Source: an optimization exercise on an open RTL-to-GDS flow (aim: small area). Production flows keep margins and buffers that such runs may drop.
In this exercise RTL edits were held to simulation tests only and were not proved equivalent to the original.
The clock port is modelled as an ideal driver, which makes a skipped or thinned clock tree look cheaper than it is; a real chip needs a root buffer or a tree.
Power figures rest on the tool's default switching activity, not on a simulated workload.

==> flow/design.v (outline; a module is shown in full before it is edited, if it fits) <==
// module LIT: 532 lines
module LIT
#(
parameter LIT_IN = 9,
parameter LIT_OUT = 16
)
(
input [LIT_IN - 1 : 0] LIT_in,
input clk,
input rst,
output [LIT_OUT - 1: 0] LIT_out
);
  // ...
==> flow/flow/run.sh <==
#!/bin/bash
# Own layout flow: the standard layout (standard.sh) with these changes:
#  - synthesis maps with flow/abc.script (area-only amap, no delay-driven
#    buffering/upsizing), skips yosys's quick abc pass and ORFS's adder
#    extraction; the flip-flops come out exactly as in the standard synthesis;
#  - the logic that drives LIT_out in the synthesized netlist is then replaced
#    by flow/rom.v, a premapped cell netlist of the same and-inverter graph as
#    rtl/LIT.v (flow/subst.py; the flip-flops and their reset inverter stay);
#  - port buffers are buf_1, the clock tree uses clkbuf_2 without dummy loads.
# Each tool's output goes to a log file of its own in the work folder.
set -euo pipefail
W=$(pwd)
F=$W/flow
{
  printf 'proc abc {args} {\n'
  printf '  set i [lsearch -exact $args -script]\n'
  printf '  if {$i >= 0} { set args [lreplace $args [expr {$i + 1}] [expr {$i + 1}] %s] }\n' "$F/abc.script"
  printf '  yosys abc {*}$args\n'
  printf '}\n'
  sed -e 's/yosys synth -nofsm -noshare /yosys synth -nofsm -noshare -noabc /' "$W/synth_recipe.tcl"
} > "$W/own_synth.tcl"
CTS='-sink_clustering_enable -repair_clock_nets -root_buf sky130_fd_sc_hd__clkbuf_2 -tree_buf sky130_fd_sc_hd__clkbuf_2 -buf_list sky130_fd_sc_hd__clkbuf_2 -dont_use_dummy_load'
sed -e "s#SYNTH_SCRIPT=[^ ]*#SYNTH_SCRIPT=$W/own_synth.tcl ADDER_MAP_FILE= 'BUFFER_PORTS_ARGS=-buffer_cell sky130_fd_sc_hd__buf_1' 'CTS_ARGS=$CTS'#" \
  "$W/standard.sh" > "$W/own_standard.sh"
grep -q "SYNTH_SCRIPT=$W/own_synth.tcl" "$W/own_standard.sh"
grep -q -- "-noshare -noabc" "$W/own_synth.tcl"
bash "$W/own_standard.sh" synth > "$W/own_flow_synth.log" 2>&1
RES=$(ls -d "$W"/orfs/results/*/LIT/base)
cp "$RES/1_2_yosys.v" "$W/synth_before_subst.v"
if python3 "$F/subst.py" "$RES/1_2_yosys.v" "$F/rom.v" > "$W/own_flow_subst.log" 2>&1; then
  rm -f "$RES/1_synth.odb" "$RES/1_synth.sdc"
else
  cp "$W/synth_before_subst.v" "$RES/1_2_yosys.v"
fi
bash "$W/own_standard.sh" finish > "$W/own_flow_make.log" 2>&1
test -f "$W/out/final.def"
==> flow/flow/abc.script <==
strash
dch
amap -m
==> flow/flow/subst.py <==
#!/usr/bin/env python3
"""Replace the combinational logic that drives LIT_out in the synthesized netlist
(ORFS results 1_2_yosys.v) by the premapped netlist rom.v, a cell-level mapping
of the same and-inverter graph that rtl/LIT.v holds. The flip-flops, their
names and cells, and the logic feeding them are kept as synthesis made them.
usage: subst.py NETLIST ROM  (rewrites NETLIST in place)"""
import re, sys

net_path, rom_path = sys.argv[1], sys.argv[2]
src = open(net_path).read()
OUTPINS = {'X', 'Y', 'Q', 'Q_N', 'HI', 'LO', 'SUM', 'COUT'}
CELL = re.compile(r'^\s*(sky130_fd_sc_hd__\w+)\s+(\\\S+\s|\S+)\s*\((.*?)\);\s*$', re.M | re.S)
PIN = re.compile(r'\.(\w+)\(\s*([^()]*?)\s*\)')

head = src[:src.index('module')]
mod = src[src.index('module'):src.rindex('endmodule')]
if re.search(r'^\s*assign\b', mod, re.M):
    sys.exit('netlist has assign statements')
cells = []
for m in CELL.finditer(mod):
    pins = {p: n.strip() for p, n in PIN.findall(m.group(3))}
    cells.append((m.group(1), m.group(2).strip(), pins))
decl_end = CELL.search(mod).start()
decls = mod[:decl_end]
ports = re.search(r'module\s+LIT\s*\(([^)]*)\);', decls).group(0)
port_decls = [l for l in decls.splitlines() if re.match(r'\s*(input|output)\b', l)]
port_wires = [l for l in decls.splitlines()
              if re.match(r'\s*wire\s*\[\d+:0\]\s*(LIT_in|LIT_out)\s*;', l) or re.match(r'\s*wire\s+(clk|rst)\s*;', l)]

driver = {}
for i, (t, n, pins) in enumerate(cells):
    for p, net in pins.items():
        if p in OUTPINS:
            driver[net] = i
flops = [i for i, (t, n, p) in enumerate(cells) if '__df' in t]
if len(flops) != 9:
    sys.exit('expected 9 flip-flops, found %d' % len(flops))
keep = set(flops)
todo = [net for i in flops for p, net in cells[i][2].items() if p not in OUTPINS]
while todo:
    net = todo.pop()
    i = driver.get(net)
    if i is not None and i not in keep:
        keep.add(i)
        todo += [nn for p, nn in cells[i][2].items() if p not in OUTPINS]
drop = [i for i in range(len(cells)) if i not in keep]
# every LIT_out bit must be driven by dropped logic, and the dropped logic may
# only drive dropped logic or LIT_out
for k in range(16):
    if driver.get('LIT_out[%d]' % k) not in drop:
        sys.exit('LIT_out[%d] not driven by the logic being replaced' % k)
dropped_out = {net for i in drop for p, net in cells[i][2].items() if p in OUTPINS}
for i in keep:
    for p, net in cells[i][2].items():
        if p not in OUTPINS and net in dropped_out:
            sys.exit('kept cell %s reads replaced net %s' % (cells[i][1], net))

qnet = {}
for i in flops:
    m = re.match(r'\\?x_r\[(\d)\]', cells[i][1])
    if not m:
        sys.exit('unexpected flip-flop name %s' % cells[i][1])
    qnet[int(m.group(1))] = cells[i][2]['Q']

rom = open(rom_path).read()
def rn(net):
    m = re.fullmatch(r'pi(\d+)', net)
    if m:
        return qnet[8 - int(m.group(1))]
    m = re.fullmatch(r'po(\d+)', net)
    if m:
        return 'LIT_out[%d]' % (15 - int(m.group(1)))
    if re.fullmatch(r'new_n\d+', net):
        return 'rom_' + net
    sys.exit('unexpected net %s in rom' % net)
body = rom[rom.index(');') + 2: rom.rindex('endmodule')]
if re.search(r'^\s*assign\b', body, re.M):
    sys.exit('rom has assign statements')
new = []
for t, n, conn in re.findall(r'^\s*(sky130_fd_sc_hd__\w+)\s+(\w+)\s*\((.*?)\);', body, re.M | re.S):
    new.append((t, 'rom_' + n, {p: rn(x.strip()) for p, x in PIN.findall(conn)}))
if not new:
    sys.exit('empty rom')

out = [c for i, c in enumerate(cells) if i in keep] + new
nets = set()
for t, n, pins in out:
    nets.update(pins.values())
def isport(net):
    return net in ('clk', 'rst') or re.fullmatch(r'(LIT_in|LIT_out)\[\d+\]', net)
lines = [head + ports] + port_decls + port_wires
for net in sorted(nets):
    if not isport(net):
        lines.append('  wire %s%s;' % (net, ' ' if net.startswith('\\') else ''))
for t, n, pins in out:
    conns = ',\n'.join('    .%s(%s%s)' % (p, x, ' ' if x.startswith('\\') else '') for p, x in pins.items())
    lines.append('  %s %s%s (\n%s\n  );' % (t, n, ' ' if n.startswith('\\') else '', conns))
lines.append('endmodule')
open(net_path, 'w').write('\n'.join(lines) + '\n')
print('subst: kept %d cells, replaced %d by %d' % (len(keep), len(drop), len(new)))
==> flow/standard.sh <==
#!/bin/bash
# synth_recipe.tcl (not shown) runs the flow's synth.tcl, then flattens the netlist and writes it again
# the make line also repeats each setting of config.mk as NAME=value (left out here)
make -C /OpenROAD-flow-scripts/flow DESIGN_CONFIG=/design/flow/config.mk WORK_HOME=/design/flow/orfs CLKGATE_MAP_FILE= SYNTH_SCRIPT=/design/flow/synth_recipe.tcl "${@:-finish}"
==> flow/config.mk <==
export PLATFORM = sky130hd
export DESIGN_NAME = LIT
export DESIGN_NICKNAME = LIT
export VERILOG_FILES = /design/flow/design.v
export SDC_FILE = /design/flow/constraint.sdc
export NUM_CORES = 4
export LEC_CHECK = 0
export CAP_MARGIN = 20
export CORE_MARGIN = 2
export CORE_UTILIZATION = 40
export GPL_TIMING_DRIVEN = 0
export SLEW_MARGIN = 20
==> flow/constraint.sdc <==
create_clock -name core_clock -period 11.0 [get_ports {clk}]
set_input_delay 2.2000 -clock core_clock [delete_from_list [all_inputs] [get_ports {clk}]]
set_output_delay 2.2000 -clock core_clock [all_outputs]
set_load 0.01 [all_outputs]
Not shown: flow/flow/rom.v
==> flow_summary_export.csv, run 1 <==
group,metric,value,unit
die,initial_core_util,41.1,%
clocking,cts-root-buf,"clkbuf_2",
pwr,vdd_drop_max,0.0623,mV
die,rows,23,
global_routing,grt_max_degree,26,
clocking,cts_buffer_depth,2,
cells_and_area,largest_reg_flops,9,
drt,vias,2623,
place,portBuffers,26,
logic_synthesis,syn_area_per_cell,5.64,µm²
critical_path,setup.worst_path.end_class,"output port",
global_routing,overflow,0,
global_routing,grt.total_usage,33.6,%
logic_synthesis,ys_warn_count,1,
outcome,outcome,"no timing/DRC/antenna violations",
die,ios,27,
pwr,seq_power_share,29.5,%
die,die_w,67.6,µm
sta,fin_crit_sh,86.5,%
global_routing,use_met1,43.9,%
critical_path,worstSetupPathType,"reg -> out",
logic_synthesis,netlist_instances,287,
cells_and_area,seq-cell-share,12.6,%
die,core,3940,µm²
critical_path,cp-endpoint,"LIT_out[1]",
global_routing,grt.busiest_layer,"met2",
cells_and_area,final_cell_mix,"nor2_1 (92), clkinv_1 (32), buf_1 (26)",
cells_and_area,buffers,26,
cells_and_area,biggestCellCategory,"multi-input gates",
logic_synthesis,syn_nets,298,
sta,slew_violations,0,
die,die_y,67.6,µm
sta,slew_headroom,24.8,%
clocking,postCtsSetupBuffers,0,
==> inputs of run 2 (changes only) <==
--- a/flow/flow/run.sh
+++ b/flow/flow/run.sh
@@ -6,7 +6,8 @@
 #  - the logic that drives LIT_out in the synthesized netlist is then replaced
 #    by flow/rom.v, a premapped cell netlist of the same and-inverter graph as
 #    rtl/LIT.v (flow/subst.py; the flip-flops and their reset inverter stay);
-#  - port buffers are buf_1, the clock tree uses clkbuf_2 without dummy loads.
+#  - port buffers are buf_1; the clock tree is built with clkbuf_2 without
+#    dummy loads and then reduced to a single clkbuf_4 (flow/post_cts.tcl).
 # Each tool's output goes to a log file of its own in the work folder.
 set -euo pipefail
 W=$(pwd)
@@ -20,7 +21,7 @@
   sed -e 's/yosys synth -nofsm -noshare /yosys synth -nofsm -noshare -noabc /' "$W/synth_recipe.tcl"
 } > "$W/own_synth.tcl"
 CTS='-sink_clustering_enable -repair_clock_nets -root_buf sky130_fd_sc_hd__clkbuf_2 -tree_buf sky130_fd_sc_hd__clkbuf_2 -buf_list sky130_fd_sc_hd__clkbuf_2 -dont_use_dummy_load'
-sed -e "s#SYNTH_SCRIPT=[^ ]*#SYNTH_SCRIPT=$W/own_synth.tcl ADDER_MAP_FILE= 'BUFFER_PORTS_ARGS=-buffer_cell sky130_fd_sc_hd__buf_1' 'CTS_ARGS=$CTS'#" \
+sed -e "s#SYNTH_SCRIPT=[^ ]*#SYNTH_SCRIPT=$W/own_synth.tcl ADDER_MAP_FILE= 'BUFFER_PORTS_ARGS=-buffer_cell sky130_fd_sc_hd__buf_1' 'CTS_ARGS=$CTS' POST_CTS_TCL=$F/post_cts.tcl#" \
   "$W/standard.sh" > "$W/own_standard.sh"
 grep -q "SYNTH_SCRIPT=$W/own_synth.tcl" "$W/own_standard.sh"
 grep -q -- "-noshare -noabc" "$W/own_synth.tcl"
==> flow/flow/post_cts.tcl (new file) <==
# Sourced by ORFS's cts.tcl after clock tree synthesis (POST_CTS_TCL).
# With only 9 flip-flops the tree is one root buffer and two leaf buffers. The
# leaf buffers are removed and the root buffer, resized to clkbuf_4, drives all
# flip-flop clock pins itself: one buffer between the clock port and every
# register, so all registers' clocks arrive together.
set block [ord::get_db_block]
set clk_net [$block findNet clk]
set root ""
foreach it [$clk_net getITerms] {
  set inst [$it getInst]
  if { [string match "sky130_fd_sc_hd__clkbuf_*" [[$inst getMaster] getName]] } { set root $inst }
}
if { $root eq "" } { error "post_cts: no root clock buffer on net clk" }
set root_net [[$root findITerm X] getNet]
set leaves {}
foreach it [$root_net getITerms] {
  set inst [$it getInst]
  if { $inst ne $root && [string match "sky130_fd_sc_hd__clkbuf_*" [[$inst getMaster] getName]] } {
    lappend leaves $inst
  }
}
foreach leaf $leaves {
  set out_net [[$leaf findITerm X] getNet]
  foreach it [$out_net getITerms] {
    if { [$it getInst] ne $leaf } {
      $it disconnect
      $it connect $root_net
    }
  }
  odb::dbInst_destroy $leaf
  odb::dbNet_destroy $out_net
}
replace_cell [$root getName] sky130_fd_sc_hd__clkbuf_4
detailed_placement
puts "post_cts: removed [llength $leaves] leaf clock buffers, root [$root getName] is clkbuf_4"
==> flow_summary_export.csv, run 2 <==
group,metric,value,unit
outcome,outcome,"no timing/DRC/antenna violations",
drt,drc,0,
critical_path,worstSetupPathType,"reg -> out",
sta,finalSetupTns,0,ns
drt,wl_met2,2.96,mm
sta,tightest_slew,1.06,ns
cells_and_area,regArea,225,µm²
sta,min_period,9.40,ns
drt,highest_layer,"met4",
critical_path,cp_slowest_cell,"clkinv_1",
drt,wirelength,7.45,mm
die,core,3940,µm²
sta,slew_violations,0,
drt,wl_met1,2.59,mm
drt,wl_met3,1.23,mm
cells_and_area,largest_reg_flops,9,
critical_path,startpoint_type,"register",
place,gp_congestion,1.08,
critical_path,max_stage_delay,0.78,ns
die,die_y,67.6,µm
logic_synthesis,netlist_instances,287,
cells_and_area,nets,327,
logic_synthesis,syn_area_per_cell,5.64,µm²
die,rows,23,
drt,drt-pass1-iter-count,6,
die,ios,27,
place,dp_hpwl,5.46,mm
drt,drtIter0Drc,613,
clocking,clock-sinks,9,
sta,rsz0062_at_grt,"no",
die,initial_core_util,41.1,%
critical_path,critPathMostFrequentCell,"nor2_1",
cells_and_area,n_fill_cell,439,
drt,vias,2599,
cells_and_area,largestRegisters,"x_r (9)",
sta,fin_crit_sh,85.4,%
critical_path,path_cells,"clkinv_1 -> nor2_1 -> clkinv_1 -> o21ai_0 -> nand2_1 -> a41oi_1 -> nor2_1 -> a221oi_1 -> a311o_1 -> a31oi_1 -> a311oi_1 -> o221ai_1 -> o31a_1 -> nor3_1 -> o22ai_1 -> o21a_1 -> nor2_1 -> o22ai_1 -> a2111oi_0 -> a41o_1 -> buf_1",
cells_and_area,n_antenna_cell,0,
pwr,p_per_area,77.8,nW/µm²
cells_and_area,utilization,45.3,%
cells_and_area,area.growth.synth_to_final,10.4,%
critical_path,cp_max_fo,25,
cells_and_area,final_cell_mix,"nor2_1 (92), clkinv_1 (32), buf_1 (26)",
die,die_w,67.6,µm
global_routing,grt_max_degree,26,
sta,max_freq,0.106,GHz
cells_and_area,layout_commonest_cell,"nor2_1",
logic_synthesis,ys_warn_count,1,
critical_path,cp.arrival,7.20,ns
drt,wl_per_cell,20.5,µm
cells_and_area,top_register,"x_r",
clocking,clk_transition_reported_paths,0.08,ns
die,dieArea,4570,µm²
cells_and_area,final_layout_size_suffix_gt1_share,0.318,%
sta,slew_headroom,28.2,%
critical_path,critPathRequiredTime,8.80,ns
global_routing,overflow,0,
logic_synthesis,syn_nets,298,
critical_path,setup.worst_path.end_class,"output port",
global_routing,grt.total_usage,33.7,%
pwr,vdd_drop_max,0.0746,mV
worst_hold_path,hp-class,"in -> async",
global_routing,grt_pass1_vias,2248,
logic_synthesis,syn_area,1620,µm²
drt,vias_per_cell,7.14,
pwr,p_leak,0.000592,µW
sta,hold_viol,0,
drt,ant_nets,0,
place,portBuffers,26,
run,cap_violations,0,
global_routing,grt_first_pass_wirelength,11.5,mm
global_routing,antenna_found_initial,0,
sta,finalSetupViolCount,0,
cells_and_area,multiInputGateArea,1270,µm²
## run 2: routing by layer
layer / vias up / GRT usage [%]
li1: 1130 / -
met1: 1080 / 44.6
met2: 295 / 49.8
met3: 94 / 7.33
met4: 0 / 20.2
met5: - / 0
## run 2: layout make-up
class                   count  area share (%)
clock buffers               1           0.420
inverters                  32            6.72
multi-input cells         246            71.3
flip-flops and latches      9            12.6
well taps                  50            3.50
repair buffers             26            5.46
## run 2: worst paths after layout
path	depth (start not counted)	slack (ns)	end	start
max in group asynchronous	2	8.91	x_r[3]	rst
max	21	1.60	LIT_out[1]	x_r[6]
min in group core_clock	1	2.14	x_r[4]	LIT_in[4]
min	2	1.92	x_r[4]	rst
## run 2: power by group
group,internal (µW),switching (µW)
clock network,4.35,7.06
registers,34.6,7.85
logic,26.7,58.5
total,65.6,73.4
## run 2: metrics by stage
stage	hold WS (ns)	worst slack [ns]	total power [µW]	cells	area, µm²
6_report	1.92	1.60	139	364	1790
5_1_grt	1.93	1.36	147	364	1790
3_5_place_dp	2.10	2.26	123	363	1780
3_3_place_gp	2.09	2.18	125	363	1780
2_1_floorplan	1.99	4.24	96.5	287	1620
## run 2: worst max-delay path, delay by kind of cell, from the launching register on
| kind | cells | cell delay, ns |
|---|---|---|
| AO/OA/AOI/OAI | 13 | 3.75 |
| flip-flops | 1 | 0.73 |
| AND/OR/NAND/NOR | 5 | 1.35 |
| buffers and inverters | 3 | 1.21 |

-- static timing again, ports no longer ideal --
In the flow no input, the clock included, has a driving cell. The finished layouts below were timed again as built, in two steps. Step 1, drivers: a clkbuf_16 drives clk and a buf_2 each remaining input, both assumed. Step 2 moves the port delays by t, midway between the first and last clock arrival at a register: inputs arrive t later, outputs are due t later. That takes back most of the time a late clock gives input paths. Three values: no drivers, after step 1, after step 2; two values: the first two.
run | shift t [ns] | setup slack, ns | hold slack, ns | worst slew at a driven data input, ns
run 1 | 0.235 | 1.487 / 1.472 / 1.708 | 1.834 / 1.839 / 2.075 | 0.03
run 2 | 0.163 | 1.605 / 1.590 / 1.753 | 1.918 / 1.922 / 2.085 | 0.03
After both steps every run listed still meets setup and hold.
